What follows belongs to an exercise in optimizing a design on an open flow for small area; a production flow would make more cautious choices.
At most, simulation tests tie the RTL to the original design; equivalence was not proved.
No functional check of the RTL was part of run 2.

**design/flow/flow/run.sh**
```bash
#!/bin/bash
# Standard layout (standard.sh) with its own logic mapping:
# - synthesis keeps the pipeline-stage modules apart until after ABC (SYNTH_HIERARCHICAL=1)
#   and maps each with its own ABC script (flow/*.abc), so a stage with timing to spare is
#   mapped for area and one without is mapped for speed; the standard flow's synthesis script then
#   flattens the design as usual (no pass-through buffers: SYNTH_INSBUF=0). The registers all
#   sit in the top module, as in the RTL.
# - Yosys's full-adder extraction is skipped (ADDER_MAP_FILE empty), so ABC maps the carry
#   chains itself.
# - input and output ports get the smallest buffer (buf_1).
export BUFFER_PORTS_ARGS="-buffer_cell sky130_fd_sc_hd__buf_1"
# - clock tree without dummy loads.
export CTS_ARGS="-sink_clustering_enable -repair_clock_nets -buf_list sky130_fd_sc_hd__clkbuf_8 -dont_use_dummy_load"
set -euo pipefail
here=$(pwd)
sed 's|^\(\s*\)log_cmd abc {\*}$abc_args|\1source $::env(MY_ABC_TCL)|' \
  "$FLOW_HOME/scripts/synth.tcl" > "$here/synth_abc.tcl"
grep -q 'MY_ABC_TCL' "$here/synth_abc.tcl"
sed "s|\$::env(SCRIPTS_DIR)/synth.tcl|$here/synth_abc.tcl|" synth_recipe.tcl > "$here/synth_recipe_abc.tcl"
grep -q synth_abc.tcl "$here/synth_recipe_abc.tcl"
sed "s|SYNTH_SCRIPT=[^ ]*|SYNTH_SCRIPT=$here/synth_recipe_abc.tcl|" standard.sh > "$here/standard_abc.sh"
export ADDER_MAP_FILE=
export SYNTH_HIERARCHICAL=1
export SYNTH_INSBUF=0
export MY_ABC_TCL="$here/flow/abc_per_module.tcl"
export MY_ABC_MOD=" sqrt_seg0 $here/flow/t6.abc sqrt_seg1 $here/flow/u3.abc sqrt_seg2 $here/flow/s11.abc"
bash "$here/standard_abc.sh" > standard.log 2>&1
```
**design/flow/standard.sh**
```bash
#!/bin/bash
# synth_recipe.tcl (not shown) runs the flow's synth.tcl, then flattens the netlist and writes it again
# the make line also repeats each setting of config.mk as NAME=value (left out here)
make -C /OpenROAD-flow-scripts/flow DESIGN_CONFIG=/design/flow/config.mk WORK_HOME=/design/flow/orfs CLKGATE_MAP_FILE= SYNTH_SCRIPT=/design/flow/synth_recipe.tcl "${@:-finish}"
```
**design/flow/flow/s11.abc**
```
strash
dc2
dch -f
map -a
topo
stime -c
buffer -c
upsize -c
dnsize -c
```
**design/flow/config.mk**
```make
export PLATFORM = sky130hd
export DESIGN_NAME = sqrt_u32
export DESIGN_NICKNAME = sqrt_u32
export VERILOG_FILES = /design/flow/design.v
export SDC_FILE = /design/flow/constraint.sdc
export NUM_CORES = 4
export LEC_CHECK = 0
export ABC_AREA = 1
export CAP_MARGIN = 20
export CORE_MARGIN = 2
export CORE_UTILIZATION = 55
export CTS_BUF_LIST = sky130_fd_sc_hd__clkbuf_8
export GPL_TIMING_DRIVEN = 0
export PLACE_DENSITY = 0.65
export SETUP_SLACK_MARGIN = -0.5
export SLEW_MARGIN = 20
```
**design/flow/design.v**
```verilog
module sqrt_u32 (
    input  wire        clk,
    input  wire        rst_n,
    input  wire        valid_in,
    input  wire [31:0] data_i,
    output wire        valid_out,
    output wire [15:0] data_o
);
    reg [1:0] v;
    always @(posedge clk or negedge rst_n)
        if (!rst_n) v <= 2'd0;
        else v <= {v[0], valid_in};
    assign valid_out = v[1];
    wire [9:0] r9_d;
    reg  [9:0] r9_q;
    wire [8:0] q9_d;
    reg  [8:0] q9_q;
    wire [13:0] x9_d;
    reg  [13:0] x9_q;
    always @(posedge clk) begin
        r9_q <= r9_d;
        q9_q <= q9_d;
        x9_q <= x9_d;
    end
    wire [13:0] r13_d;
    reg  [13:0] r13_q;
    wire [12:0] q13_d;
    reg  [12:0] q13_q;
    wire [5:0] x13_d;
    reg  [5:0] x13_q;
    always @(posedge clk) begin
        r13_q <= r13_d;
        q13_q <= q13_d;
        x13_q <= x13_d;
    end
    sqrt_seg0 u_seg0 (.x0(data_i), .r9(r9_d), .q9(q9_d), .x9(x9_d));
    sqrt_seg1 u_seg1 (.r9(r9_q), .q9(q9_q), .x9(x9_q), .r13(r13_d), .q13(q13_d), .x13(x13_d));
    sqrt_seg2 u_seg2 (.r13(r13_q), .q13(q13_q), .x13(x13_q), .q16(data_o));
endmodule
module sqrt_seg0 (
    input  wire [31:0] x0,
    output wire [9:0] r9,
    output wire [8:0] q9,
    output wire [13:0] x9
);
    wire [1:0] t0 = x0[31:30];
    wire [1:0] d0 = t0 - 2'd1;
    wire ge0 = |t0;
    wire [1:0] r1 = ge0 ? d0[1:0] : t0[1:0];
    wire [29:0] x1 = x0[29:0];
    wire [0:0] q1 = ge0;
    wire [3:0] t1 = {r1, x1[29:28]};
    wire [3:0] n1 = {1'b1, ~q1, 2'b10};
    wire [4:0] c1;
    wire [3:0] d1;
    assign c1[0] = 1'b1;
    assign d1[0] = t1[0] ^ n1[0] ^ c1[0];
    assign c1[1] = (t1[0] & n1[0]) | (t1[0] & c1[0]) | (n1[0] & c1[0]);
    assign d1[1] = t1[1] ^ n1[1] ^ c1[1];
    assign c1[2] = (t1[1] & n1[1]) | (t1[1] & c1[1]) | (n1[1] & c1[1]);
    assign d1[2] = t1[2] ^ n1[2] ^ c1[2];
    assign c1[3] = (t1[2] & n1[2]) | (t1[2] & c1[2]) | (n1[2] & c1[2]);
    assign d1[3] = t1[3] ^ n1[3] ^ c1[3];
    assign c1[4] = (t1[3] & n1[3]) | (t1[3] & c1[3]) | (n1[3] & c1[3]);
    wire ge1 = c1[4];
    wire [2:0] r2 = t1[2:0] ^ ({3{ge1}} & (n1[2:0] ^ c1[2:0]));
    wire [27:0] x2 = x1[27:0];
    wire [1:0] q2 = {q1, ge1};
    wire [4:0] t2 = {r2, x2[27:26]};
    wire [4:0] n2 = {1'b1, ~q2, 2'b10};
    wire [5:0] c2;
    wire [4:0] d2;
    assign c2[0] = 1'b1;
    assign d2[0] = t2[0] ^ n2[0] ^ c2[0];
    assign c2[1] = (t2[0] & n2[0]) | (t2[0] & c2[0]) | (n2[0] & c2[0]);
    assign d2[1] = t2[1] ^ n2[1] ^ c2[1];
    assign c2[2] = (t2[1] & n2[1]) | (t2[1] & c2[1]) | (n2[1] & c2[1]);
    assign d2[2] = t2[2] ^ n2[2] ^ c2[2];
    assign c2[3] = (t2[2] & n2[2]) | (t2[2] & c2[2]) | (n2[2] & c2[2]);
    assign d2[3] = t2[3] ^ n2[3] ^ c2[3];
    assign c2[4] = (t2[3] & n2[3]) | (t2[3] & c2[3]) | (n2[3] & c2[3]);
    assign d2[4] = t2[4] ^ n2[4] ^ c2[4];
    assign c2[5] = (t2[4] & n2[4]) | (t2[4] & c2[4]) | (n2[4] & c2[4]);
    wire ge2 = c2[5];
    wire [3:0] r3 = t2[3:0] ^ ({4{ge2}} & (n2[3:0] ^ c2[3:0]));
    wire [25:0] x3 = x2[25:0];
    wire [2:0] q3 = {q2, ge2};
    wire [5:0] t3 = {r3, x3[25:24]};
    wire [5:0] n3 = {1'b1, ~q3, 2'b10};
    wire [6:0] c3;
    wire [5:0] d3;
    assign c3[0] = 1'b1;
    assign d3[0] = t3[0] ^ n3[0] ^ c3[0];
    assign c3[1] = (t3[0] & n3[0]) | (t3[0] & c3[0]) | (n3[0] & c3[0]);
    assign d3[1] = t3[1] ^ n3[1] ^ c3[1];
    assign c3[2] = (t3[1] & n3[1]) | (t3[1] & c3[1]) | (n3[1] & c3[1]);
    assign d3[2] = t3[2] ^ n3[2] ^ c3[2];
    assign c3[3] = (t3[2] & n3[2]) | (t3[2] & c3[2]) | (n3[2] & c3[2]);
    assign d3[3] = t3[3] ^ n3[3] ^ c3[3];
    assign c3[4] = (t3[3] & n3[3]) | (t3[3] & c3[3]) | (n3[3] & c3[3]);
    assign d3[4] = t3[4] ^ n3[4] ^ c3[4];
    assign c3[5] = (t3[4] & n3[4]) | (t3[4] & c3[4]) | (n3[4] & c3[4]);
    assign d3[5] = t3[5] ^ n3[5] ^ c3[5];
    assign c3[6] = (t3[5] & n3[5]) | (t3[5] & c3[5]) | (n3[5] & c3[5]);
    wire ge3 = c3[6];
    wire [4:0] r4 = t3[4:0] ^ ({5{ge3}} & (n3[4:0] ^ c3[4:0]));
    wire [23:0] x4 = x3[23:0];
    wire [3:0] q4 = {q3, ge3};
    wire [6:0] t4 = {r4, x4[23:22]};
    wire [6:0] n4 = {1'b1, ~q4, 2'b10};
    wire [7:0] c4;
    wire [6:0] d4;
    assign c4[0] = 1'b1;
    assign d4[0] = t4[0] ^ n4[0] ^ c4[0];
    assign c4[1] = (t4[0] & n4[0]) | (t4[0] & c4[0]) | (n4[0] & c4[0]);
    assign d4[1] = t4[1] ^ n4[1] ^ c4[1];
    assign c4[2] = (t4[1] & n4[1]) | (t4[1] & c4[1]) | (n4[1] & c4[1]);
    assign d4[2] = t4[2] ^ n4[2] ^ c4[2];
    assign c4[3] = (t4[2] & n4[2]) | (t4[2] & c4[2]) | (n4[2] & c4[2]);
    assign d4[3] = t4[3] ^ n4[3] ^ c4[3];
    assign c4[4] = (t4[3] & n4[3]) | (t4[3] & c4[3]) | (n4[3] & c4[3]);
    assign d4[4] = t4[4] ^ n4[4] ^ c4[4];
    assign c4[5] = (t4[4] & n4[4]) | (t4[4] & c4[4]) | (n4[4] & c4[4]);
    assign d4[5] = t4[5] ^ n4[5] ^ c4[5];
    assign c4[6] = (t4[5] & n4[5]) | (t4[5] & c4[5]) | (n4[5] & c4[5]);
    assign d4[6] = t4[6] ^ n4[6] ^ c4[6];
    assign c4[7] = (t4[6] & n4[6]) | (t4[6] & c4[6]) | (n4[6] & c4[6]);
    wire ge4 = c4[7];
    wire [5:0] r5 = t4[5:0] ^ ({6{ge4}} & (n4[5:0] ^ c4[5:0]));
    wire [21:0] x5 = x4[21:0];
    wire [4:0] q5 = {q4, ge4};
    wire [7:0] t5 = {r5, x5[21:20]};
    wire [7:0] n5 = {1'b1, ~q5, 2'b10};
    wire [8:0] c5;
    wire [7:0] d5;
    assign c5[0] = 1'b1;
    assign d5[0] = t5[0] ^ n5[0] ^ c5[0];
    assign c5[1] = (t5[0] & n5[0]) | (t5[0] & c5[0]) | (n5[0] & c5[0]);
    assign d5[1] = t5[1] ^ n5[1] ^ c5[1];
    assign c5[2] = (t5[1] & n5[1]) | (t5[1] & c5[1]) | (n5[1] & c5[1]);
    assign d5[2] = t5[2] ^ n5[2] ^ c5[2];
    assign c5[3] = (t5[2] & n5[2]) | (t5[2] & c5[2]) | (n5[2] & c5[2]);
    assign d5[3] = t5[3] ^ n5[3] ^ c5[3];
    assign c5[4] = (t5[3] & n5[3]) | (t5[3] & c5[3]) | (n5[3] & c5[3]);
    assign d5[4] = t5[4] ^ n5[4] ^ c5[4];
    assign c5[5] = (t5[4] & n5[4]) | (t5[4] & c5[4]) | (n5[4] & c5[4]);
    assign d5[5] = t5[5] ^ n5[5] ^ c5[5];
    assign c5[6] = (t5[5] & n5[5]) | (t5[5] & c5[5]) | (n5[5] & c5[5]);
    assign d5[6] = t5[6] ^ n5[6] ^ c5[6];
    assign c5[7] = (t5[6] & n5[6]) | (t5[6] & c5[6]) | (n5[6] & c5[6]);
    assign d5[7] = t5[7] ^ n5[7] ^ c5[7];
    assign c5[8] = (t5[7] & n5[7]) | (t5[7] & c5[7]) | (n5[7] & c5[7]);
    wire ge5 = c5[8];
    wire [6:0] r6 = t5[6:0] ^ ({7{ge5}} & (n5[6:0] ^ c5[6:0]));
    wire [19:0] x6 = x5[19:0];
    wire [5:0] q6 = {q5, ge5};
    wire [8:0] t6 = {r6, x6[19:18]};
    wire [8:0] n6 = {1'b1, ~q6, 2'b10};
    wire [9:0] c6;
    wire [8:0] d6;
    assign c6[0] = 1'b1;
    assign d6[0] = t6[0] ^ n6[0] ^ c6[0];
    assign c6[1] = (t6[0] & n6[0]) | (t6[0] & c6[0]) | (n6[0] & c6[0]);
    assign d6[1] = t6[1] ^ n6[1] ^ c6[1];
    assign c6[2] = (t6[1] & n6[1]) | (t6[1] & c6[1]) | (n6[1] & c6[1]);
    assign d6[2] = t6[2] ^ n6[2] ^ c6[2];
    assign c6[3] = (t6[2] & n6[2]) | (t6[2] & c6[2]) | (n6[2] & c6[2]);
    assign d6[3] = t6[3] ^ n6[3] ^ c6[3];
    assign c6[4] = (t6[3] & n6[3]) | (t6[3] & c6[3]) | (n6[3] & c6[3]);
    assign d6[4] = t6[4] ^ n6[4] ^ c6[4];
    assign c6[5] = (t6[4] & n6[4]) | (t6[4] & c6[4]) | (n6[4] & c6[4]);
    assign d6[5] = t6[5] ^ n6[5] ^ c6[5];
    assign c6[6] = (t6[5] & n6[5]) | (t6[5] & c6[5]) | (n6[5] & c6[5]);
    assign d6[6] = t6[6] ^ n6[6] ^ c6[6];
    assign c6[7] = (t6[6] & n6[6]) | (t6[6] & c6[6]) | (n6[6] & c6[6]);
    assign d6[7] = t6[7] ^ n6[7] ^ c6[7];
    assign c6[8] = (t6[7] & n6[7]) | (t6[7] & c6[7]) | (n6[7] & c6[7]);
    assign d6[8] = t6[8] ^ n6[8] ^ c6[8];
    assign c6[9] = (t6[8] & n6[8]) | (t6[8] & c6[8]) | (n6[8] & c6[8]);
    wire ge6 = c6[9];
    wire [7:0] r7 = t6[7:0] ^ ({8{ge6}} & (n6[7:0] ^ c6[7:0]));
    wire [17:0] x7 = x6[17:0];
    wire [6:0] q7 = {q6, ge6};
    wire [9:0] t7 = {r7, x7[17:16]};
    wire [9:0] n7 = {1'b1, ~q7, 2'b10};
    wire [10:0] c7;
    wire [9:0] d7;
    assign c7[0] = 1'b1;
    assign d7[0] = t7[0] ^ n7[0] ^ c7[0];
    assign c7[1] = (t7[0] & n7[0]) | (t7[0] & c7[0]) | (n7[0] & c7[0]);
    assign d7[1] = t7[1] ^ n7[1] ^ c7[1];
    assign c7[2] = (t7[1] & n7[1]) | (t7[1] & c7[1]) | (n7[1] & c7[1]);
    assign d7[2] = t7[2] ^ n7[2] ^ c7[2];
    assign c7[3] = (t7[2] & n7[2]) | (t7[2] & c7[2]) | (n7[2] & c7[2]);
    assign d7[3] = t7[3] ^ n7[3] ^ c7[3];
    assign c7[4] = (t7[3] & n7[3]) | (t7[3] & c7[3]) | (n7[3] & c7[3]);
    assign d7[4] = t7[4] ^ n7[4] ^ c7[4];
    assign c7[5] = (t7[4] & n7[4]) | (t7[4] & c7[4]) | (n7[4] & c7[4]);
    assign d7[5] = t7[5] ^ n7[5] ^ c7[5];
    assign c7[6] = (t7[5] & n7[5]) | (t7[5] & c7[5]) | (n7[5] & c7[5]);
    assign d7[6] = t7[6] ^ n7[6] ^ c7[6];
    assign c7[7] = (t7[6] & n7[6]) | (t7[6] & c7[6]) | (n7[6] & c7[6]);
    assign d7[7] = t7[7] ^ n7[7] ^ c7[7];
    assign c7[8] = (t7[7] & n7[7]) | (t7[7] & c7[7]) | (n7[7] & c7[7]);
    assign d7[8] = t7[8] ^ n7[8] ^ c7[8];
    assign c7[9] = (t7[8] & n7[8]) | (t7[8] & c7[8]) | (n7[8] & c7[8]);
    assign d7[9] = t7[9] ^ n7[9] ^ c7[9];
    assign c7[10] = (t7[9] & n7[9]) | (t7[9] & c7[9]) | (n7[9] & c7[9]);
    wire ge7 = c7[10];
    wire [8:0] r8 = t7[8:0] ^ ({9{ge7}} & (n7[8:0] ^ c7[8:0]));
    wire [15:0] x8 = x7[15:0];
    wire [7:0] q8 = {q7, ge7};
    wire [10:0] t8 = {r8, x8[15:14]};
    wire [10:0] n8 = {1'b1, ~q8, 2'b10};
    wire [11:0] c8;
    wire [10:0] d8;
    assign c8[0] = 1'b1;
    assign d8[0] = t8[0] ^ n8[0] ^ c8[0];
    assign c8[1] = (t8[0] & n8[0]) | (t8[0] & c8[0]) | (n8[0] & c8[0]);
    assign d8[1] = t8[1] ^ n8[1] ^ c8[1];
    assign c8[2] = (t8[1] & n8[1]) | (t8[1] & c8[1]) | (n8[1] & c8[1]);
    assign d8[2] = t8[2] ^ n8[2] ^ c8[2];
    assign c8[3] = (t8[2] & n8[2]) | (t8[2] & c8[2]) | (n8[2] & c8[2]);
    assign d8[3] = t8[3] ^ n8[3] ^ c8[3];
    assign c8[4] = (t8[3] & n8[3]) | (t8[3] & c8[3]) | (n8[3] & c8[3]);
    assign d8[4] = t8[4] ^ n8[4] ^ c8[4];
    assign c8[5] = (t8[4] & n8[4]) | (t8[4] & c8[4]) | (n8[4] & c8[4]);
    assign d8[5] = t8[5] ^ n8[5] ^ c8[5];
    assign c8[6] = (t8[5] & n8[5]) | (t8[5] & c8[5]) | (n8[5] & c8[5]);
    assign d8[6] = t8[6] ^ n8[6] ^ c8[6];
    assign c8[7] = (t8[6] & n8[6]) | (t8[6] & c8[6]) | (n8[6] & c8[6]);
    assign d8[7] = t8[7] ^ n8[7] ^ c8[7];
    assign c8[8] = (t8[7] & n8[7]) | (t8[7] & c8[7]) | (n8[7] & c8[7]);
    assign d8[8] = t8[8] ^ n8[8] ^ c8[8];
    assign c8[9] = (t8[8] & n8[8]) | (t8[8] & c8[8]) | (n8[8] & c8[8]);
    assign d8[9] = t8[9] ^ n8[9] ^ c8[9];
    assign c8[10] = (t8[9] & n8[9]) | (t8[9] & c8[9]) | (n8[9] & c8[9]);
    assign d8[10] = t8[10] ^ n8[10] ^ c8[10];
    assign c8[11] = (t8[10] & n8[10]) | (t8[10] & c8[10]) | (n8[10] & c8[10]);
    wire ge8 = c8[11];
    assign r9 = ge8 ? d8[9:0] : t8[9:0];
    assign x9 = x8[13:0];
    assign q9 = {q8, ge8};
endmodule
module sqrt_seg1 (
    input  wire [9:0] r9,
    input  wire [8:0] q9,
    input  wire [13:0] x9,
    output wire [13:0] r13,
    output wire [12:0] q13,
    output wire [5:0] x13
);
    wire [11:0] t9 = {r9, x9[13:12]};
    wire [11:0] n9 = {1'b1, ~q9, 2'b10};
    wire [12:0] c9;
    wire [11:0] d9;
    assign c9[0] = 1'b1;
    assign d9[0] = t9[0] ^ n9[0] ^ c9[0];
    assign c9[1] = (t9[0] & n9[0]) | (t9[0] & c9[0]) | (n9[0] & c9[0]);
    assign d9[1] = t9[1] ^ n9[1] ^ c9[1];
    assign c9[2] = (t9[1] & n9[1]) | (t9[1] & c9[1]) | (n9[1] & c9[1]);
    assign d9[2] = t9[2] ^ n9[2] ^ c9[2];
    assign c9[3] = (t9[2] & n9[2]) | (t9[2] & c9[2]) | (n9[2] & c9[2]);
    assign d9[3] = t9[3] ^ n9[3] ^ c9[3];
    assign c9[4] = (t9[3] & n9[3]) | (t9[3] & c9[3]) | (n9[3] & c9[3]);
    assign d9[4] = t9[4] ^ n9[4] ^ c9[4];
    assign c9[5] = (t9[4] & n9[4]) | (t9[4] & c9[4]) | (n9[4] & c9[4]);
    assign d9[5] = t9[5] ^ n9[5] ^ c9[5];
    assign c9[6] = (t9[5] & n9[5]) | (t9[5] & c9[5]) | (n9[5] & c9[5]);
    assign d9[6] = t9[6] ^ n9[6] ^ c9[6];
    assign c9[7] = (t9[6] & n9[6]) | (t9[6] & c9[6]) | (n9[6] & c9[6]);
    assign d9[7] = t9[7] ^ n9[7] ^ c9[7];
    assign c9[8] = (t9[7] & n9[7]) | (t9[7] & c9[7]) | (n9[7] & c9[7]);
    assign d9[8] = t9[8] ^ n9[8] ^ c9[8];
    assign c9[9] = (t9[8] & n9[8]) | (t9[8] & c9[8]) | (n9[8] & c9[8]);
    assign d9[9] = t9[9] ^ n9[9] ^ c9[9];
    assign c9[10] = (t9[9] & n9[9]) | (t9[9] & c9[9]) | (n9[9] & c9[9]);
    assign d9[10] = t9[10] ^ n9[10] ^ c9[10];
    assign c9[11] = (t9[10] & n9[10]) | (t9[10] & c9[10]) | (n9[10] & c9[10]);
    assign d9[11] = t9[11] ^ n9[11] ^ c9[11];
    assign c9[12] = (t9[11] & n9[11]) | (t9[11] & c9[11]) | (n9[11] & c9[11]);
    wire ge9 = c9[12];
    wire [10:0] r10 = ge9 ? d9[10:0] : t9[10:0];
    wire [11:0] x10 = x9[11:0];
    wire [9:0] q10 = {q9, ge9};
    wire [12:0] t10 = {r10, x10[11:10]};
    wire [12:0] n10 = {1'b1, ~q10, 2'b10};
    wire [13:0] c10;
    wire [12:0] d10;
    assign c10[0] = 1'b1;
    assign d10[0] = t10[0] ^ n10[0] ^ c10[0];
    assign c10[1] = (t10[0] & n10[0]) | (t10[0] & c10[0]) | (n10[0] & c10[0]);
    assign d10[1] = t10[1] ^ n10[1] ^ c10[1];
    assign c10[2] = (t10[1] & n10[1]) | (t10[1] & c10[1]) | (n10[1] & c10[1]);
    assign d10[2] = t10[2] ^ n10[2] ^ c10[2];
    assign c10[3] = (t10[2] & n10[2]) | (t10[2] & c10[2]) | (n10[2] & c10[2]);
    assign d10[3] = t10[3] ^ n10[3] ^ c10[3];
    assign c10[4] = (t10[3] & n10[3]) | (t10[3] & c10[3]) | (n10[3] & c10[3]);
    assign d10[4] = t10[4] ^ n10[4] ^ c10[4];
    assign c10[5] = (t10[4] & n10[4]) | (t10[4] & c10[4]) | (n10[4] & c10[4]);
    assign d10[5] = t10[5] ^ n10[5] ^ c10[5];
    assign c10[6] = (t10[5] & n10[5]) | (t10[5] & c10[5]) | (n10[5] & c10[5]);
    assign d10[6] = t10[6] ^ n10[6] ^ c10[6];
    assign c10[7] = (t10[6] & n10[6]) | (t10[6] & c10[6]) | (n10[6] & c10[6]);
    assign d10[7] = t10[7] ^ n10[7] ^ c10[7];
    assign c10[8] = (t10[7] & n10[7]) | (t10[7] & c10[7]) | (n10[7] & c10[7]);
    assign d10[8] = t10[8] ^ n10[8] ^ c10[8];
    assign c10[9] = (t10[8] & n10[8]) | (t10[8] & c10[8]) | (n10[8] & c10[8]);
    assign d10[9] = t10[9] ^ n10[9] ^ c10[9];
    assign c10[10] = (t10[9] & n10[9]) | (t10[9] & c10[9]) | (n10[9] & c10[9]);
    assign d10[10] = t10[10] ^ n10[10] ^ c10[10];
    assign c10[11] = (t10[10] & n10[10]) | (t10[10] & c10[10]) | (n10[10] & c10[10]);
    assign d10[11] = t10[11] ^ n10[11] ^ c10[11];
    assign c10[12] = (t10[11] & n10[11]) | (t10[11] & c10[11]) | (n10[11] & c10[11]);
    assign d10[12] = t10[12] ^ n10[12] ^ c10[12];
    assign c10[13] = (t10[12] & n10[12]) | (t10[12] & c10[12]) | (n10[12] & c10[12]);
    wire ge10 = c10[13];
    wire [11:0] r11 = t10[11:0] ^ ({12{ge10}} & (n10[11:0] ^ c10[11:0]));
    wire [9:0] x11 = x10[9:0];
    wire [10:0] q11 = {q10, ge10};
    wire [13:0] t11 = {r11, x11[9:8]};
    wire [13:0] n11 = {1'b1, ~q11, 2'b10};
    wire [14:0] c11;
    wire [13:0] d11;
    assign c11[0] = 1'b1;
    assign d11[0] = t11[0] ^ n11[0] ^ c11[0];
    assign c11[1] = (t11[0] & n11[0]) | (t11[0] & c11[0]) | (n11[0] & c11[0]);
    assign d11[1] = t11[1] ^ n11[1] ^ c11[1];
    assign c11[2] = (t11[1] & n11[1]) | (t11[1] & c11[1]) | (n11[1] & c11[1]);
    assign d11[2] = t11[2] ^ n11[2] ^ c11[2];
    assign c11[3] = (t11[2] & n11[2]) | (t11[2] & c11[2]) | (n11[2] & c11[2]);
    assign d11[3] = t11[3] ^ n11[3] ^ c11[3];
    assign c11[4] = (t11[3] & n11[3]) | (t11[3] & c11[3]) | (n11[3] & c11[3]);
    assign d11[4] = t11[4] ^ n11[4] ^ c11[4];
    assign c11[5] = (t11[4] & n11[4]) | (t11[4] & c11[4]) | (n11[4] & c11[4]);
    assign d11[5] = t11[5] ^ n11[5] ^ c11[5];
    assign c11[6] = (t11[5] & n11[5]) | (t11[5] & c11[5]) | (n11[5] & c11[5]);
    assign d11[6] = t11[6] ^ n11[6] ^ c11[6];
    assign c11[7] = (t11[6] & n11[6]) | (t11[6] & c11[6]) | (n11[6] & c11[6]);
    assign d11[7] = t11[7] ^ n11[7] ^ c11[7];
    assign c11[8] = (t11[7] & n11[7]) | (t11[7] & c11[7]) | (n11[7] & c11[7]);
    assign d11[8] = t11[8] ^ n11[8] ^ c11[8];
    assign c11[9] = (t11[8] & n11[8]) | (t11[8] & c11[8]) | (n11[8] & c11[8]);
    assign d11[9] = t11[9] ^ n11[9] ^ c11[9];
    assign c11[10] = (t11[9] & n11[9]) | (t11[9] & c11[9]) | (n11[9] & c11[9]);
    assign d11[10] = t11[10] ^ n11[10] ^ c11[10];
    assign c11[11] = (t11[10] & n11[10]) | (t11[10] & c11[10]) | (n11[10] & c11[10]);
    assign d11[11] = t11[11] ^ n11[11] ^ c11[11];
    assign c11[12] = (t11[11] & n11[11]) | (t11[11] & c11[11]) | (n11[11] & c11[11]);
    assign d11[12] = t11[12] ^ n11[12] ^ c11[12];
    assign c11[13] = (t11[12] & n11[12]) | (t11[12] & c11[12]) | (n11[12] & c11[12]);
    assign d11[13] = t11[13] ^ n11[13] ^ c11[13];
    assign c11[14] = (t11[13] & n11[13]) | (t11[13] & c11[13]) | (n11[13] & c11[13]);
    wire ge11 = c11[14];
    wire [12:0] r12 = t11[12:0] ^ ({13{ge11}} & (n11[12:0] ^ c11[12:0]));
    wire [7:0] x12 = x11[7:0];
    wire [11:0] q12 = {q11, ge11};
    wire [14:0] t12 = {r12, x12[7:6]};
    wire [14:0] n12 = {1'b1, ~q12, 2'b10};
    wire [15:0] c12;
    wire [14:0] d12;
    assign c12[0] = 1'b1;
    assign d12[0] = t12[0] ^ n12[0] ^ c12[0];
    assign c12[1] = (t12[0] & n12[0]) | (t12[0] & c12[0]) | (n12[0] & c12[0]);
    assign d12[1] = t12[1] ^ n12[1] ^ c12[1];
    assign c12[2] = (t12[1] & n12[1]) | (t12[1] & c12[1]) | (n12[1] & c12[1]);
    assign d12[2] = t12[2] ^ n12[2] ^ c12[2];
    assign c12[3] = (t12[2] & n12[2]) | (t12[2] & c12[2]) | (n12[2] & c12[2]);
    assign d12[3] = t12[3] ^ n12[3] ^ c12[3];
    assign c12[4] = (t12[3] & n12[3]) | (t12[3] & c12[3]) | (n12[3] & c12[3]);
    assign d12[4] = t12[4] ^ n12[4] ^ c12[4];
    assign c12[5] = (t12[4] & n12[4]) | (t12[4] & c12[4]) | (n12[4] & c12[4]);
    assign d12[5] = t12[5] ^ n12[5] ^ c12[5];
    assign c12[6] = (t12[5] & n12[5]) | (t12[5] & c12[5]) | (n12[5] & c12[5]);
    assign d12[6] = t12[6] ^ n12[6] ^ c12[6];
    assign c12[7] = (t12[6] & n12[6]) | (t12[6] & c12[6]) | (n12[6] & c12[6]);
    assign d12[7] = t12[7] ^ n12[7] ^ c12[7];
    assign c12[8] = (t12[7] & n12[7]) | (t12[7] & c12[7]) | (n12[7] & c12[7]);
    assign d12[8] = t12[8] ^ n12[8] ^ c12[8];
    assign c12[9] = (t12[8] & n12[8]) | (t12[8] & c12[8]) | (n12[8] & c12[8]);
    assign d12[9] = t12[9] ^ n12[9] ^ c12[9];
    assign c12[10] = (t12[9] & n12[9]) | (t12[9] & c12[9]) | (n12[9] & c12[9]);
    assign d12[10] = t12[10] ^ n12[10] ^ c12[10];
    assign c12[11] = (t12[10] & n12[10]) | (t12[10] & c12[10]) | (n12[10] & c12[10]);
    assign d12[11] = t12[11] ^ n12[11] ^ c12[11];
    assign c12[12] = (t12[11] & n12[11]) | (t12[11] & c12[11]) | (n12[11] & c12[11]);
    assign d12[12] = t12[12] ^ n12[12] ^ c12[12];
    assign c12[13] = (t12[12] & n12[12]) | (t12[12] & c12[12]) | (n12[12] & c12[12]);
    assign d12[13] = t12[13] ^ n12[13] ^ c12[13];
    assign c12[14] = (t12[13] & n12[13]) | (t12[13] & c12[13]) | (n12[13] & c12[13]);
    assign d12[14] = t12[14] ^ n12[14] ^ c12[14];
    assign c12[15] = (t12[14] & n12[14]) | (t12[14] & c12[14]) | (n12[14] & c12[14]);
    wire ge12 = c12[15];
    assign r13 = t12[13:0] ^ ({14{ge12}} & (n12[13:0] ^ c12[13:0]));
    assign x13 = x12[5:0];
    assign q13 = {q12, ge12};
endmodule
module sqrt_seg2 (
    input  wire [13:0] r13,
    input  wire [12:0] q13,
    input  wire [5:0] x13,
    output wire [15:0] q16
);
    wire [15:0] t13 = {r13, x13[5:4]};
    wire [15:0] n13 = {1'b1, ~q13, 2'b10};
    wire [16:0] c13;
    wire [15:0] d13;
    assign c13[0] = 1'b1;
    assign d13[0] = t13[0] ^ n13[0] ^ c13[0];
    assign c13[1] = (t13[0] & n13[0]) | (t13[0] & c13[0]) | (n13[0] & c13[0]);
    assign d13[1] = t13[1] ^ n13[1] ^ c13[1];
    assign c13[2] = (t13[1] & n13[1]) | (t13[1] & c13[1]) | (n13[1] & c13[1]);
    assign d13[2] = t13[2] ^ n13[2] ^ c13[2];
    assign c13[3] = (t13[2] & n13[2]) | (t13[2] & c13[2]) | (n13[2] & c13[2]);
    assign d13[3] = t13[3] ^ n13[3] ^ c13[3];
    assign c13[4] = (t13[3] & n13[3]) | (t13[3] & c13[3]) | (n13[3] & c13[3]);
    assign d13[4] = t13[4] ^ n13[4] ^ c13[4];
    assign c13[5] = (t13[4] & n13[4]) | (t13[4] & c13[4]) | (n13[4] & c13[4]);
    assign d13[5] = t13[5] ^ n13[5] ^ c13[5];
    assign c13[6] = (t13[5] & n13[5]) | (t13[5] & c13[5]) | (n13[5] & c13[5]);
    assign d13[6] = t13[6] ^ n13[6] ^ c13[6];
    assign c13[7] = (t13[6] & n13[6]) | (t13[6] & c13[6]) | (n13[6] & c13[6]);
    assign d13[7] = t13[7] ^ n13[7] ^ c13[7];
    assign c13[8] = (t13[7] & n13[7]) | (t13[7] & c13[7]) | (n13[7] & c13[7]);
    assign d13[8] = t13[8] ^ n13[8] ^ c13[8];
    assign c13[9] = (t13[8] & n13[8]) | (t13[8] & c13[8]) | (n13[8] & c13[8]);
    assign d13[9] = t13[9] ^ n13[9] ^ c13[9];
    assign c13[10] = (t13[9] & n13[9]) | (t13[9] & c13[9]) | (n13[9] & c13[9]);
    assign d13[10] = t13[10] ^ n13[10] ^ c13[10];
    assign c13[11] = (t13[10] & n13[10]) | (t13[10] & c13[10]) | (n13[10] & c13[10]);
    assign d13[11] = t13[11] ^ n13[11] ^ c13[11];
    assign c13[12] = (t13[11] & n13[11]) | (t13[11] & c13[11]) | (n13[11] & c13[11]);
    assign d13[12] = t13[12] ^ n13[12] ^ c13[12];
    assign c13[13] = (t13[12] & n13[12]) | (t13[12] & c13[12]) | (n13[12] & c13[12]);
    assign d13[13] = t13[13] ^ n13[13] ^ c13[13];
    assign c13[14] = (t13[13] & n13[13]) | (t13[13] & c13[13]) | (n13[13] & c13[13]);
    assign d13[14] = t13[14] ^ n13[14] ^ c13[14];
    assign c13[15] = (t13[14] & n13[14]) | (t13[14] & c13[14]) | (n13[14] & c13[14]);
    assign d13[15] = t13[15] ^ n13[15] ^ c13[15];
    assign c13[16] = (t13[15] & n13[15]) | (t13[15] & c13[15]) | (n13[15] & c13[15]);
    wire ge13 = c13[16];
    wire [14:0] r14 = ge13 ? d13[14:0] : t13[14:0];
    wire [3:0] x14 = x13[3:0];
    wire [13:0] q14 = {q13, ge13};
    wire [16:0] t14 = {r14, x14[3:2]};
    wire [16:0] n14 = {1'b1, ~q14, 2'b10};
    wire [17:0] c14;
    wire [16:0] d14;
    assign c14[0] = 1'b1;
    assign d14[0] = t14[0] ^ n14[0] ^ c14[0];
    assign c14[1] = (t14[0] & n14[0]) | (t14[0] & c14[0]) | (n14[0] & c14[0]);
    assign d14[1] = t14[1] ^ n14[1] ^ c14[1];
    assign c14[2] = (t14[1] & n14[1]) | (t14[1] & c14[1]) | (n14[1] & c14[1]);
    assign d14[2] = t14[2] ^ n14[2] ^ c14[2];
    assign c14[3] = (t14[2] & n14[2]) | (t14[2] & c14[2]) | (n14[2] & c14[2]);
    assign d14[3] = t14[3] ^ n14[3] ^ c14[3];
    assign c14[4] = (t14[3] & n14[3]) | (t14[3] & c14[3]) | (n14[3] & c14[3]);
    assign d14[4] = t14[4] ^ n14[4] ^ c14[4];
    assign c14[5] = (t14[4] & n14[4]) | (t14[4] & c14[4]) | (n14[4] & c14[4]);
    assign d14[5] = t14[5] ^ n14[5] ^ c14[5];
    assign c14[6] = (t14[5] & n14[5]) | (t14[5] & c14[5]) | (n14[5] & c14[5]);
    assign d14[6] = t14[6] ^ n14[6] ^ c14[6];
    assign c14[7] = (t14[6] & n14[6]) | (t14[6] & c14[6]) | (n14[6] & c14[6]);
    assign d14[7] = t14[7] ^ n14[7] ^ c14[7];
    assign c14[8] = (t14[7] & n14[7]) | (t14[7] & c14[7]) | (n14[7] & c14[7]);
    assign d14[8] = t14[8] ^ n14[8] ^ c14[8];
    assign c14[9] = (t14[8] & n14[8]) | (t14[8] & c14[8]) | (n14[8] & c14[8]);
    assign d14[9] = t14[9] ^ n14[9] ^ c14[9];
    assign c14[10] = (t14[9] & n14[9]) | (t14[9] & c14[9]) | (n14[9] & c14[9]);
    assign d14[10] = t14[10] ^ n14[10] ^ c14[10];
    assign c14[11] = (t14[10] & n14[10]) | (t14[10] & c14[10]) | (n14[10] & c14[10]);
    assign d14[11] = t14[11] ^ n14[11] ^ c14[11];
    assign c14[12] = (t14[11] & n14[11]) | (t14[11] & c14[11]) | (n14[11] & c14[11]);
    assign d14[12] = t14[12] ^ n14[12] ^ c14[12];
    assign c14[13] = (t14[12] & n14[12]) | (t14[12] & c14[12]) | (n14[12] & c14[12]);
    assign d14[13] = t14[13] ^ n14[13] ^ c14[13];
    assign c14[14] = (t14[13] & n14[13]) | (t14[13] & c14[13]) | (n14[13] & c14[13]);
    assign d14[14] = t14[14] ^ n14[14] ^ c14[14];
    assign c14[15] = (t14[14] & n14[14]) | (t14[14] & c14[14]) | (n14[14] & c14[14]);
    assign d14[15] = t14[15] ^ n14[15] ^ c14[15];
    assign c14[16] = (t14[15] & n14[15]) | (t14[15] & c14[15]) | (n14[15] & c14[15]);
    assign d14[16] = t14[16] ^ n14[16] ^ c14[16];
    assign c14[17] = (t14[16] & n14[16]) | (t14[16] & c14[16]) | (n14[16] & c14[16]);
    wire ge14 = c14[17];
    wire [17:0] a1_a = {d14[15:0], x14[1:0]};
    wire [17:0] a1_n = ~({1'b0, q14, 3'b101});
    wire [18:0] a1_c;
    assign a1_c[0] = 1'b1;
    assign a1_c[1] = (a1_a[0] & a1_n[0]) | (a1_a[0] & a1_c[0]) | (a1_n[0] & a1_c[0]);
    assign a1_c[2] = (a1_a[1] & a1_n[1]) | (a1_a[1] & a1_c[1]) | (a1_n[1] & a1_c[1]);
    assign a1_c[3] = (a1_a[2] & a1_n[2]) | (a1_a[2] & a1_c[2]) | (a1_n[2] & a1_c[2]);
    assign a1_c[4] = (a1_a[3] & a1_n[3]) | (a1_a[3] & a1_c[3]) | (a1_n[3] & a1_c[3]);
    assign a1_c[5] = (a1_a[4] & a1_n[4]) | (a1_a[4] & a1_c[4]) | (a1_n[4] & a1_c[4]);
    assign a1_c[6] = (a1_a[5] & a1_n[5]) | (a1_a[5] & a1_c[5]) | (a1_n[5] & a1_c[5]);
    assign a1_c[7] = (a1_a[6] & a1_n[6]) | (a1_a[6] & a1_c[6]) | (a1_n[6] & a1_c[6]);
    assign a1_c[8] = (a1_a[7] & a1_n[7]) | (a1_a[7] & a1_c[7]) | (a1_n[7] & a1_c[7]);
    assign a1_c[9] = (a1_a[8] & a1_n[8]) | (a1_a[8] & a1_c[8]) | (a1_n[8] & a1_c[8]);
    assign a1_c[10] = (a1_a[9] & a1_n[9]) | (a1_a[9] & a1_c[9]) | (a1_n[9] & a1_c[9]);
    assign a1_c[11] = (a1_a[10] & a1_n[10]) | (a1_a[10] & a1_c[10]) | (a1_n[10] & a1_c[10]);
    assign a1_c[12] = (a1_a[11] & a1_n[11]) | (a1_a[11] & a1_c[11]) | (a1_n[11] & a1_c[11]);
    assign a1_c[13] = (a1_a[12] & a1_n[12]) | (a1_a[12] & a1_c[12]) | (a1_n[12] & a1_c[12]);
    assign a1_c[14] = (a1_a[13] & a1_n[13]) | (a1_a[13] & a1_c[13]) | (a1_n[13] & a1_c[13]);
    assign a1_c[15] = (a1_a[14] & a1_n[14]) | (a1_a[14] & a1_c[14]) | (a1_n[14] & a1_c[14]);
    assign a1_c[16] = (a1_a[15] & a1_n[15]) | (a1_a[15] & a1_c[15]) | (a1_n[15] & a1_c[15]);
    assign a1_c[17] = (a1_a[16] & a1_n[16]) | (a1_a[16] & a1_c[16]) | (a1_n[16] & a1_c[16]);
    assign a1_c[18] = (a1_a[17] & a1_n[17]) | (a1_a[17] & a1_c[17]) | (a1_n[17] & a1_c[17]);
    wire a1 = a1_c[18];
    wire [17:0] a0_a = {t14[15:0], x14[1:0]};
    wire [17:0] a0_n = ~({1'b0, q14, 3'b001});
    wire [18:0] a0_c;
    assign a0_c[0] = 1'b1;
    assign a0_c[1] = (a0_a[0] & a0_n[0]) | (a0_a[0] & a0_c[0]) | (a0_n[0] & a0_c[0]);
    assign a0_c[2] = (a0_a[1] & a0_n[1]) | (a0_a[1] & a0_c[1]) | (a0_n[1] & a0_c[1]);
    assign a0_c[3] = (a0_a[2] & a0_n[2]) | (a0_a[2] & a0_c[2]) | (a0_n[2] & a0_c[2]);
    assign a0_c[4] = (a0_a[3] & a0_n[3]) | (a0_a[3] & a0_c[3]) | (a0_n[3] & a0_c[3]);
    assign a0_c[5] = (a0_a[4] & a0_n[4]) | (a0_a[4] & a0_c[4]) | (a0_n[4] & a0_c[4]);
    assign a0_c[6] = (a0_a[5] & a0_n[5]) | (a0_a[5] & a0_c[5]) | (a0_n[5] & a0_c[5]);
    assign a0_c[7] = (a0_a[6] & a0_n[6]) | (a0_a[6] & a0_c[6]) | (a0_n[6] & a0_c[6]);
    assign a0_c[8] = (a0_a[7] & a0_n[7]) | (a0_a[7] & a0_c[7]) | (a0_n[7] & a0_c[7]);
    assign a0_c[9] = (a0_a[8] & a0_n[8]) | (a0_a[8] & a0_c[8]) | (a0_n[8] & a0_c[8]);
    assign a0_c[10] = (a0_a[9] & a0_n[9]) | (a0_a[9] & a0_c[9]) | (a0_n[9] & a0_c[9]);
    assign a0_c[11] = (a0_a[10] & a0_n[10]) | (a0_a[10] & a0_c[10]) | (a0_n[10] & a0_c[10]);
    assign a0_c[12] = (a0_a[11] & a0_n[11]) | (a0_a[11] & a0_c[11]) | (a0_n[11] & a0_c[11]);
    assign a0_c[13] = (a0_a[12] & a0_n[12]) | (a0_a[12] & a0_c[12]) | (a0_n[12] & a0_c[12]);
    assign a0_c[14] = (a0_a[13] & a0_n[13]) | (a0_a[13] & a0_c[13]) | (a0_n[13] & a0_c[13]);
    assign a0_c[15] = (a0_a[14] & a0_n[14]) | (a0_a[14] & a0_c[14]) | (a0_n[14] & a0_c[14]);
    assign a0_c[16] = (a0_a[15] & a0_n[15]) | (a0_a[15] & a0_c[15]) | (a0_n[15] & a0_c[15]);
    assign a0_c[17] = (a0_a[16] & a0_n[16]) | (a0_a[16] & a0_c[16]) | (a0_n[16] & a0_c[16]);
    assign a0_c[18] = (a0_a[17] & a0_n[17]) | (a0_a[17] & a0_c[17]) | (a0_n[17] & a0_c[17]);
    wire a0 = a0_c[18];
    wire ge15 = ge14 ? a1 : a0;
    assign q16 = {q14, ge14, ge15};
endmodule
```
**design/flow/flow/u3.abc**
```
strash
dc2
dch -f
map -B 0.9
topo
stime -c
buffer -c
dnsize -c
```
**design/flow/flow/abc_per_module.tcl**
```tcl
# Sourced by synth_abc.tcl in place of ORFS's single abc call: each pipeline-stage module gets
# its own ABC script (MY_ABC_MOD is "module script ..."), then the top module (registers only)
# gets ORFS's script.
foreach {mod scr} $::env(MY_ABC_MOD) {
  log_cmd abc {*}[lreplace $abc_args 1 1 $scr] $mod
}
log_cmd abc {*}$abc_args $::env(DESIGN_NAME)
```
**design/flow/flow/t6.abc**
```
strash
dc2
dch
map -B 0.9
topo
stime -c
buffer -c
dnsize -c
```
**design/flow/constraint.sdc**
```tcl
create_clock -name core_clock -period 9.0 [get_ports {clk}]
set_input_delay 1.8000 -clock core_clock [delete_from_list [all_inputs] [get_ports {clk}]]
set_output_delay 1.8000 -clock core_clock [all_outputs]
set_load 0.01 [all_outputs]
```
==> results of run 1 <==
[modules after synthesis, one instance, submodules excluded]
| module | flops+latches | cell area [um2] | cells | copies in the design |
|---|---|---|---|---|
| sqrt_seg0 | 0 | 1480 | 322 | 1 |
| sqrt_seg2 | 0 | 1440 | 275 | 1 |
| sqrt_u32 | 68 | 1370 | 68 | 1 |
| sqrt_seg1 | 0 | 1710 | 376 | 1 |
[flip-flops by register name, summed over array words and instances, names as in the netlist]
name	cells
x9_q	14
r13_q	14
x13_q	6
q9_q	9
r9_q	10
v	2
q13_q	13
[worst max path at each step]
stage,end,depth (start not counted),slack [ns]
final,r9_q[8]$_DFF_P_,75,0.31
after global routing,r9_q[8]$_DFF_P_,76,-0.60
after CTS,r9_q[8]$_DFF_P_,70,-0.48
after detailed placement,r9_q[8]$_DFF_P_,70,-1.33
after global placement,r9_q[8]$_DFF_P_,70,-1.28
after floorplan,r9_q[8]$_DFF_P_,68,0.65
[metrics by stage]
step | worst slack, ns | area [um2] | util | hold WS, ns | TNS (ns)
floorplan | 0.652 | 6000 | - | 0.310 | 0
global placement | -1.28 | 6360 | 0.592 | 0.311 | -13.03
detailed placement | -1.33 | 6360 | 0.592 | 0.312 | -13.51
CTS | -0.479 | 6520 | 0.607 | 0.308 | -4.19
global route | -0.603 | 6840 | 0.637 | 0.312 | -12.47
finish | 0.307 | 6840 | 0.637 | 0.307 | 0
[per-layer routing]
layer	up-vias	wire [um]	global-route usage	part of all wire
met4	0	59	0.0485	0.0043
met2	62	7450	0.467	0.54
li1	3474	-	-	-
met3	4	296	0.0307	0.021
met5	-	0	0	0
met1	2765	6040	0.259	0.44
[logic make-up after synthesis]
kind of cell / share of synthesized area
simple gates: 0.475
buf+inv: 0.0813
compound gates: 0.0887
xor+xnor: 0.114
flops: 0.229
fa+ha+maj: 0.0111
mux: 0.00167
[placed cells by master, fill, tap and decap left out, drive strengths merged]
cell	synthesis	final
nand2	474	474
nand3	124	126
inv	117	117
buf	6	69
dfxtp	66	66
o21ai	54	54
xor2	41	41
xnor2	36	36
nor2	36	36
a21oi	17	17
clkbuf	4	15
nor3	10	10
or2	10	10
nand4	9	9
nand3b	8	8
a221oi	7	7
maj3	6	6
a22oi	4	4
a31oi	3	3
dfrtp	2	2
nor3b	1	1
mux2i	1	1
a21boi	1	1
o2111ai	1	1
o31ai	1	1
o221ai	1	1
o22ai	1	1
[layout make-up]
type / count / area share
repair buffers: 65 / 0.0437
clock buffers: 9 / 0.0181
flip-flops and latches: 68 / 0.202
inverters: 117 / 0.0653
plain buffers: 10 / 0.00896
well taps: 140 / 0.0256
multi-input cells: 848 / 0.637
[repair_timing]
action,in CTS,in global routing
gates cloned,0,2
setup buffers,0,14
setup endpoints to repair,11,26
pin swaps,0,8
resized for setup,8,71
==> reports/results.ini, run 1 <==
[setup_path]
cp.arrival_ns = 8.92
slowest_delay_ns = 0.19
start_kind = primary input
critPathKind = in2reg
worst-path-max-fanout = 10
slowest_stage = buf_4
reg2reg_depth = 70
worstPathRequired_ns = 9.23
endpoint_kind = flop
cp-startpoint = data_i[31]
cpMostUsedCell = nand2_1
rr_endpoint = r13_q[12]$_DFF_P_
worst-path-buf-inv = 7
regToRegSetupSlack_ns = 0.76
reg2reg_from = q9_q[1]$_DFF_P_
cp_top_family = simple AND/OR/NAND/NOR gates

[synth]
yosysSeqAreaShare = 0.229
synthTopCellsByCount = nand2_1 (459), nand3_1 (119), inv_1 (116), dfxtp_1 (66), o21ai_0 (44)
synth.most_common_cell = nand2_1
synth_area_mm2 = 0.00600
ys_ff_latch = 68
synthCells = 1041
synthArstFlopShare = 0.0294
yosysUniqueCellTypes = 42
yosysTopAreaCellShare = 0.287
synth.avg_cell_area_um2 = 5.76
synth-edff-count = 0
synth_ff_type = dfxtp_1
synth_fp_nets = 1076
ys_warn_count = 7
synth_area_leaders = nand2_1 (29%), dfxtp_1 (22%), nand3_1 (9.9%), inv_1 (7.3%), xor2_1 (5.8%)
yosysTopAreaCell = nand2_1

[routing]
firstDrtPassIters = 5
via_per_inst = 5.02
drcViolationCount = 0
drtIter0Drc = 257
wl_per_cell_um = 11.0
ant_nets = 0
vias = 6305
routed_wl_um = 13900

[die]
pin_count = 52
dieWidth_um = 108
initial_utilization = 0.558
dieArea_mm2 = 0.0118
die_h_um = 108
rows = 38
core_area_mm2 = 0.0107

[place]
place_inst = 1232
port_buffers = 51
gp_congestion = 0.850
dpl.hpwl_um = 11300

[sta]
slew_viol_final = 0
clock_skew_ns = 0.0223
worst_pin_slew_ns = 0.537
final_hold_viol_count = 0
finalCritPeriodShare = 0.966
fin_crit_ns = 8.69
clock.fmax_ghz = 0.115
slew-limit-headroom = 0.642
setup_viol = 0

[final_layout]
drive_above_1_share = 0.112
layout.nets = 1154
multiInputGateArea_mm2 = 0.00436
register_area_mm2 = 0.00138
layout.cells.non_filler = 1257
nFillCells = 1135
n_antenna_cell = 0
syn2layout_area_growth_pct = 14.1

[clock_tree]
clock-sinks = 68
cts-hold-fix-buffers = 0
cts_tree = done
clkLatencyLatePin_ns = 0.35
clk_pin_slew_ns = 0.07
numCtsBuffers = 9
cts_max_path_buffers = 2
root_buffer = clkbuf_8
h-tree-depth = 3

[status]
outcome = finished clean

[min_path]
whs_path_depth = 0
min-delay-start = x9_q[0]$_DFF_P_
whs_endpoint = x13_q[0]$_DFF_P_
min_path_type = reg2reg

[global_routing]
grt_usage = 0.234
grt_pass1_wl_um = 22400
grt_pass1_vias = 5395
grt_max_degree = 14
grt-ovfl-total = 0
antenna_found_initial = 0

[job]
cap_violations = 0

==> run 2, diff against run 1 <==
--- a/design/flow/design.v
+++ b/design/flow/design.v
@@ -282,3 +282,3 @@
     wire ge9 = c9[12];
-    wire [10:0] r10 = ge9 ? d9[10:0] : t9[10:0];
+    wire [10:0] r10 = t9[10:0] ^ ({11{ge9}} & (n9[10:0] ^ c9[10:0]));
     wire [11:0] x10 = x9[11:0];
==> reports/results.ini, run 2 <==
[clock_tree]
h-tree-depth = 3  ; unchanged
root_buffer = clkbuf_8
clk_pin_slew_ns = 0.07  ; about the same
clock-sinks = 68  ; unchanged
numCtsBuffers = 9  ; unchanged
cts_tree = done
cts-hold-fix-buffers = 0  ; unchanged
clkLatencyLatePin_ns = 0.36  ; about the same
cts_max_path_buffers = 2  ; unchanged

[routing]
via_per_inst = 5.04  ; +0.46%
met3_length_um = 330  ; +11%
routed_wl_um = 13900  ; +0.11%
vias = 6218  ; -1.4%
wl_met2_um = 6970  ; -6.5%
wl_per_cell_um = 11.2  ; +2.0%
drcViolationCount = 0  ; unchanged
firstDrtPassIters = 5  ; unchanged
drtIter0Drc = 295  ; +15%
topRoutingLayerUsed = met4
ant_nets = 0  ; unchanged
wl_met1_um = 6210  ; +2.8%

[sta]
setup_viol = 0  ; unchanged
clock.fmax_ghz = 0.115  ; +0.37%
hold_ws_ns = 0.309  ; +0.00285 ns
slew_viol_final = 0  ; unchanged
finalCritPeriodShare = 0.962  ; -0.00352
fin_tns_setup_ns = 0  ; unchanged
slew-limit-headroom = 0.623  ; -0.0190
fin_crit_ns = 8.66  ; -0.0317 ns
final_hold_viol_count = 0  ; unchanged
worst_pin_slew_ns = 0.566  ; +0.0285 ns
clock_skew_ns = 0.0230  ; +0.000755 ns

[setup_path]
worstPathRequired_ns = 9.25  ; +0.02 ns
start_kind = flop
endpoint_kind = flop
worst-path-buf-inv = 2  ; -5
slowest_stage = dfxtp_4
cp_top_family = simple AND/OR/NAND/NOR gates
slowest_delay_ns = 0.36  ; +0.17 ns
cp.arrival_ns = 8.91  ; about the same
cp-startpoint = x9_q[12]$_DFF_P_
critPathKind = reg2reg
reg2reg_from = x9_q[12]$_DFF_P_
worst-path-max-fanout = 7  ; -3

[final_layout]
multiInputGateArea_mm2 = 0.00460  ; +5.6%
n_antenna_cell = 0  ; unchanged
layout_common_cells = nand2_1 (372), inv_1 (103), nand3_1 (96)
drive_above_1_share = 0.192  ; +0.0803
nFillCells = 1009  ; -11%
reg.largest.list = r13_q (14), x9_q (14), q13_q (13)
register_area_mm2 = 0.00138  ; unchanged
layout_commonest_cell = nand2_1
layout.nets = 1135  ; -1.6%
syn2layout_area_growth_pct = 20.4

[status]
outcome = finished clean

[synth]
synth_xor_area_frac = 0.114  ; +0.000396
synth_area_leaders = nand2_1 (29%), dfxtp_1 (22%), nand3_1 (11%), inv_1 (7.0%), xor2_1 (6.5%)
synth_ff_type = dfxtp_1
ys_ff_latch = 68  ; unchanged
synth_fa_ha_area_frac = 0.0112  ; +0.000183
synthCells = 1019  ; -2.1%
yosysUniqueCellTypes = 41  ; -2.4%
yosysTopAreaCellShare = 0.286  ; -0.000975
synth_area_mm2 = 0.00590  ; -1.6%
synth-edff-count = 0  ; unchanged
synth-compound-area-share = 0.0846  ; -0.00405
yosys.area_share.simple = 0.478  ; +0.00277
synth_top_family_by_area = simple AND/OR/NAND/NOR gates
yosysTopAreaCell = nand2_1
synth.avg_cell_area_um2 = 5.79  ; +0.50%
synthArstFlopShare = 0.0294  ; unchanged
synth.most_common_cell = nand2_1
yosysSeqAreaShare = 0.232  ; +0.00378
synthMuxAreaShare = 0.00170  ; +0.0000276
synthTopCellsByCount = nand2_1 (450), nand3_1 (133), inv_1 (110), dfxtp_1 (66), xor2_1 (44)
ys_warn_count = 7  ; unchanged
synth_fp_nets = 1054  ; -2.0%

[die]
rows = 37  ; -2.6%
core_area_mm2 = 0.0104  ; -3.5%
dieWidth_um = 108  ; -0.78%
die_h_um = 108  ; -0.78%
initial_utilization = 0.569  ; +0.0108
pin_count = 52  ; unchanged
dieArea_mm2 = 0.0116  ; -1.6%

[global_routing]
grt_max_degree = 14  ; unchanged
grt_pass1_vias = 5517  ; +2.3%
grt_usage = 0.240  ; +0.00597
grt-ovfl-total = 0  ; unchanged
antenna_found_initial = 0  ; unchanged
grt_pass1_wl_um = 22800  ; +1.8%

[place]
dpl.hpwl_um = 10700  ; -5.0%
gp_congestion = 0.860  ; +1.2%
port_buffers = 51  ; unchanged

[min_path]
min_path_type = reg2reg
min-delay-start = x9_q[0]$_DFF_P_

[job]
cap_violations = 0  ; unchanged

## run 2: cell count changes after synthesis, sizes merged, moves of 3 or more
| cell | before | now |
|---|---|---|
| inv | 117 | 111 |
| nand3b | 8 | 5 |
| xor2 | 41 | 45 |
| nand2 | 474 | 465 |
| xnor2 | 36 | 31 |
| nand3 | 124 | 138 |
| o21ai | 54 | 47 |
| nor2 | 36 | 31 |
## run 2: logic make-up after synthesis
kind of cell	Yosys count
AOI/OAI and AO/OA	83
xor gates and xnor gates	76
adders and majority gates	6
buffers and inverters	120
DFF	68
muxes	1
and+or+nand+nor	665
## run 2: routing by layer
layer | track usage | up-vias
met5 | 0 | -
met4 | 0.0751 | 0
met3 | 0.0357 | 29
met2 | 0.455 | 90
met1 | 0.273 | 2695
li1 | - | 3404
## run 2: worst reg2reg max path, delay by kind of cell (launching register included)
kind                   cells  cell delay [ns]
flip-flops                 1             0.36
buffers and inverters      2             0.29
AND/OR/NAND/NOR           89             7.96
## run 2: final timing paths
kind	to	slack, ns	depth (start not counted)
max in group asynchronous	v[0]$_DFF_PN0_	7.64	1
min reg2reg	x13_q[0]$_DFF_P_	0.31	0
max	r13_q[6]$_DFF_P_	0.34	91
min in group asynchronous	v[1]$_DFF_PN0_	1.23	1
max reg2reg	r13_q[6]$_DFF_P_	0.34	91
min	x13_q[0]$_DFF_P_	0.31	0
## run 2: repair_timing
item,CTS,global route
endpoints found under the setup margin,23,26
pin swaps,0,29
resized for setup,9,166
gates cloned,0,2
buffers inserted,0,18
## run 2: per-stage QoR
stage	std cells	area [um2]	utilization	setup slack, ns
2_1_floorplan	1019	5900	-	0.652
3_3_place_gp	1206	6260	0.604	-1.29
3_5_place_dp	1206	6260	0.604	-1.36
4_1_cts	1215	6420	0.619	-0.481
5_1_grt	1234	7100	0.685	-0.711
6_report	1234	7100	0.685	0.339
## run 2: modules after synthesis (local to each module, per instance)
module / flip-flops and latches / cells / area [um2] / copies in the design
sqrt_seg1: 0 / 354 / 1610 / 1
sqrt_u32: 68 / 68 / 1370 / 1
sqrt_seg0: 0 / 322 / 1480 / 1
sqrt_seg2: 0 / 275 / 1440 / 1
## run 2: cell type report
type	instances	area share
buffer	8	0.00810
clock buffer	9	0.0174
inverter	111	0.0594
multi-input combinational	832	0.648
sequential	68	0.194
tap	136	0.0240
timing repair buffer	70	0.0493
==> run 3, diff against run 2 <==
--- a/design/flow/design.v
+++ b/design/flow/design.v
@@ -282,3 +282,3 @@
     wire ge9 = c9[12];
-    wire [10:0] r10 = t9[10:0] ^ ({11{ge9}} & (n9[10:0] ^ c9[10:0]));
+    wire [10:0] r10 = ge9 ? d9[10:0] : t9[10:0];
     wire [11:0] x10 = x9[11:0];
--- a/design/flow/config.mk
+++ b/design/flow/config.mk
@@ -14,3 +14,3 @@
 export PLACE_DENSITY = 0.65
-export SETUP_SLACK_MARGIN = -0.5
+export SETUP_SLACK_MARGIN = -0.55
 export SLEW_MARGIN = 20
==> reports/results.ini, run 3 <==
[setup_path]
start_kind = primary input
critPathKind = in2reg
regToRegSetupSlack_ns = 0.72  ; +0.38 ns
slowest_delay_ns = 0.36  ; about the same
cpMostUsedCell = nand2_1
slowest_stage = o21ai_2
worst-path-max-fanout = 10  ; +3
endpoint_kind = flop
cp.arrival_ns = 8.92  ; about the same
worstPathRequired_ns = 9.23  ; -0.02 ns

[routing]
vias = 6298  ; +1.3%
ant_nets = 0  ; unchanged
firstDrtPassIters = 5  ; unchanged
drcViolationCount = 0  ; unchanged
routed_wl_um = 13900  ; about the same
wl_per_cell_um = 11.0  ; -1.8%
drtIter0Drc = 276  ; -6.4%
via_per_inst = 5.01  ; -0.57%

[synth]
synth_area_leaders = nand2_1 (29%), dfxtp_1 (22%), nand3_1 (9.9%), inv_1 (7.3%), xor2_1 (5.8%)
yosysTopAreaCellShare = 0.287  ; +0.000975
synth.most_common_cell = nand2_1
ys_ff_latch = 68  ; unchanged
synth.avg_cell_area_um2 = 5.76  ; -0.49%
synthArstFlopShare = 0.0294  ; unchanged
synthCells = 1041  ; +2.2%
ys_warn_count = 7  ; unchanged
yosysSeqAreaShare = 0.229  ; -0.00378
synth-edff-count = 0  ; unchanged
yosysUniqueCellTypes = 42  ; +2.4%
synth_ff_type = dfxtp_1
yosysTopAreaCell = nand2_1
synth_area_mm2 = 0.00600  ; +1.7%
synthTopCellsByCount = nand2_1 (459), nand3_1 (119), inv_1 (116), dfxtp_1 (66), o21ai_0 (44)
synth_fp_nets = 1076  ; +2.1%

[final_layout]
reg.largest.list = r13_q (14), x9_q (14), q13_q (13)
fin_area_mm2 = 0.00682  ; -4.1%
drive_above_1_share = 0.107  ; -0.0856
syn2layout_area_growth_pct = 13.6
nFillCells = 1140  ; +13%
layout.nets = 1154  ; +1.7%
layout_common_cells = nand2_1 (435), nand3_1 (112), inv_1 (110)
layout_commonest_cell = nand2_1
n_antenna_cell = 0  ; unchanged

[die]
dieWidth_um = 108  ; +0.79%
dieArea_mm2 = 0.0118  ; +1.6%
rows = 38  ; +2.7%
pin_count = 52  ; unchanged
die_h_um = 108  ; +0.79%
core_area_mm2 = 0.0107  ; +3.6%
initial_utilization = 0.558  ; -0.0108

[job]
cap_violations = 0  ; unchanged

[place]
post-place-ws_ns = -1.33  ; +0.0306 ns
gp_congestion = 0.850  ; -1.2%
placed_cell_area_mm2 = 0.00636  ; +1.6%
dpl.hpwl_um = 11300  ; +5.2%
port_buffers = 51  ; unchanged

[global_routing]
grt_max_degree = 14  ; unchanged
grt-ovfl-total = 0  ; unchanged
grt_pass1_wl_um = 22400  ; -1.7%
antenna_found_initial = 0  ; unchanged
grt_usage = 0.234  ; -0.00597
grt_pass1_vias = 5395  ; -2.2%

[sta]
setup_slack_ns = 0.305  ; -0.0340 ns
fin_tns_setup_ns = 0  ; unchanged
slew-limit-headroom = 0.647  ; +0.0243
final_hold_viol_count = 0  ; unchanged
fin_crit_ns = 8.70  ; +0.0340 ns
finalCritPeriodShare = 0.966  ; +0.00378
worst_pin_slew_ns = 0.524  ; -0.0420 ns
hold_ws_ns = 0.307  ; -0.00285 ns
clock_skew_ns = 0.0226  ; -0.000386 ns
clock.fmax_ghz = 0.115  ; -0.39%
setup_viol = 0  ; unchanged
slew_viol_final = 0  ; unchanged

[clock_tree]
clkLatencyLatePin_ns = 0.35  ; about the same
clock-sinks = 68  ; unchanged
numCtsBuffers = 9  ; unchanged
h-tree-depth = 3  ; unchanged
cts-hold-fix-buffers = 0  ; unchanged
cts_tree = done
root_buffer = clkbuf_8
clk_pin_slew_ns = 0.07  ; about the same
cts_max_path_buffers = 2  ; unchanged

[min_path]
min_path_type = reg2reg

[status]
outcome = finished clean

==> run 3: cell types whose count changed after synthesis, moves of 2 or more <==
cell,delta
inv_1,+6
nand2_1,+9
nand3_1,-14
nand3b_1,+3
nand4_1,+2
nor2_1,+5
o21ai_0,+7
or2_2,+2
xnor2_1,+5
xor2_1,-4
==> run 3: kinds of logic (layout without fill, tap and decap cells) <==
family,count (synthesis),count (layout),share of synthesized area
compound gates,90,90,0.0887
xor+xnor,77,77,0.114
flops,68,68,0.229
fa+ha+maj,6,6,0.0111
simple gates,672,674,0.475
mux,1,1,0.00167
buf+inv,127,201,0.0813
==> run 3: area by class of cell <==
cell class,count,area [um2],area share
repair buffers,65,299,0.0439
flip-flops and latches,68,1380,0.202
multi-input cells,848,4330,0.636
inverters,117,444,0.0652
well taps,140,175,0.0257
clock buffers,9,124,0.0182
plain buffers,10,61.3,0.00900
==> run 3: worst paths after layout <==
check | startpoint | to | cells past startpoint
worst max-delay path | data_i[30] | r9_q[8]$_DFF_P_ | 70
worst min-delay path | x9_q[0]$_DFF_P_ | x13_q[0]$_DFF_P_ | 0
worst max register to register | x9_q[12]$_DFF_P_ | r13_q[12]$_DFF_P_ | 73
worst min register to register | x9_q[0]$_DFF_P_ | x13_q[0]$_DFF_P_ | 0
max in group asynchronous | rst_n | v[0]$_DFF_PN0_ | 1
min in group asynchronous | rst_n | v[1]$_DFF_PN0_ | 1
==> run 3: metal layers <==
metal	track usage	vias up	share of wire
li1	-	3474	-
met1	0.259	2764	0.44
met4	0.0485	0	0.0045
met5	0	-	0
met2	0.467	54	0.54
met3	0.0307	6	0.017
==> run 3: timing repair <==
item                       CTS  global route
buffers inserted             0            14
pin swaps                    0             6
cloned                       0             2
setup endpoints to repair   11            26
resized for setup            8            62
==> run 3: worst max-delay path: cells and delay by family <==
kind,cells,cell delay [ns]
buffers and inverters,7,0.90
XOR/XNOR,1,0.18
AND/OR/NAND/NOR,60,5.63
AO/OA/AOI/OAI,2,0.43
==> run 3: modules after synthesis, one instance, submodules excluded <==
module     area (um2)  cells inside  flip-flops and latches  times used
sqrt_seg0        1480           322                       0           1
sqrt_seg1        1710           376                       0           1
sqrt_seg2        1440           275                       0           1
sqrt_u32         1370            68                      68           1
==> run 3: metrics by stage <==
step,util,std cells
6_report,0.634,1257
5_1_grt,0.634,1257
4_1_cts,0.607,1241
2_1_floorplan,-,1041
3_3_place_gp,0.592,1232
3_5_place_dp,0.592,1232

-- re-timing with driven ports --
Ports are ideal in the flow. The routed layouts listed here were re-timed in OpenROAD. Step 1 assumes that a clkbuf_16 drives the clock port and a buf_2 every other input. Step 2 adds t to the input delays and takes it off the output delays; t is the mean of the earliest and latest rising clock arrival at the registers after step 1. Input paths then give back, and output paths get back, about the clock's delay inside the block. a / b / c = no drivers / after step 1 / after step 2; a / b = the first two.
| run | t, ns | setup WS [ns] | worst setup path at the end | pins driven straight from the clock port |
|---|---|---|---|---|
| run 1 | 0.369 | 0.307 / 0.317 / -0.052 | input to register | 1 |
| run 2 | 0.371 | 0.339 / 0.339 / 0.004 | input to register | 1 |
| run 3 | 0.370 | 0.305 / 0.315 / -0.056 | input to register | 1 |
Met with ideal ports but missed after step 2: setup timing in run 1 and run 3. For run 3, which loses most, drivers alone change the setup slack by +0.010 ns; drivers and shift together by -0.361 ns.
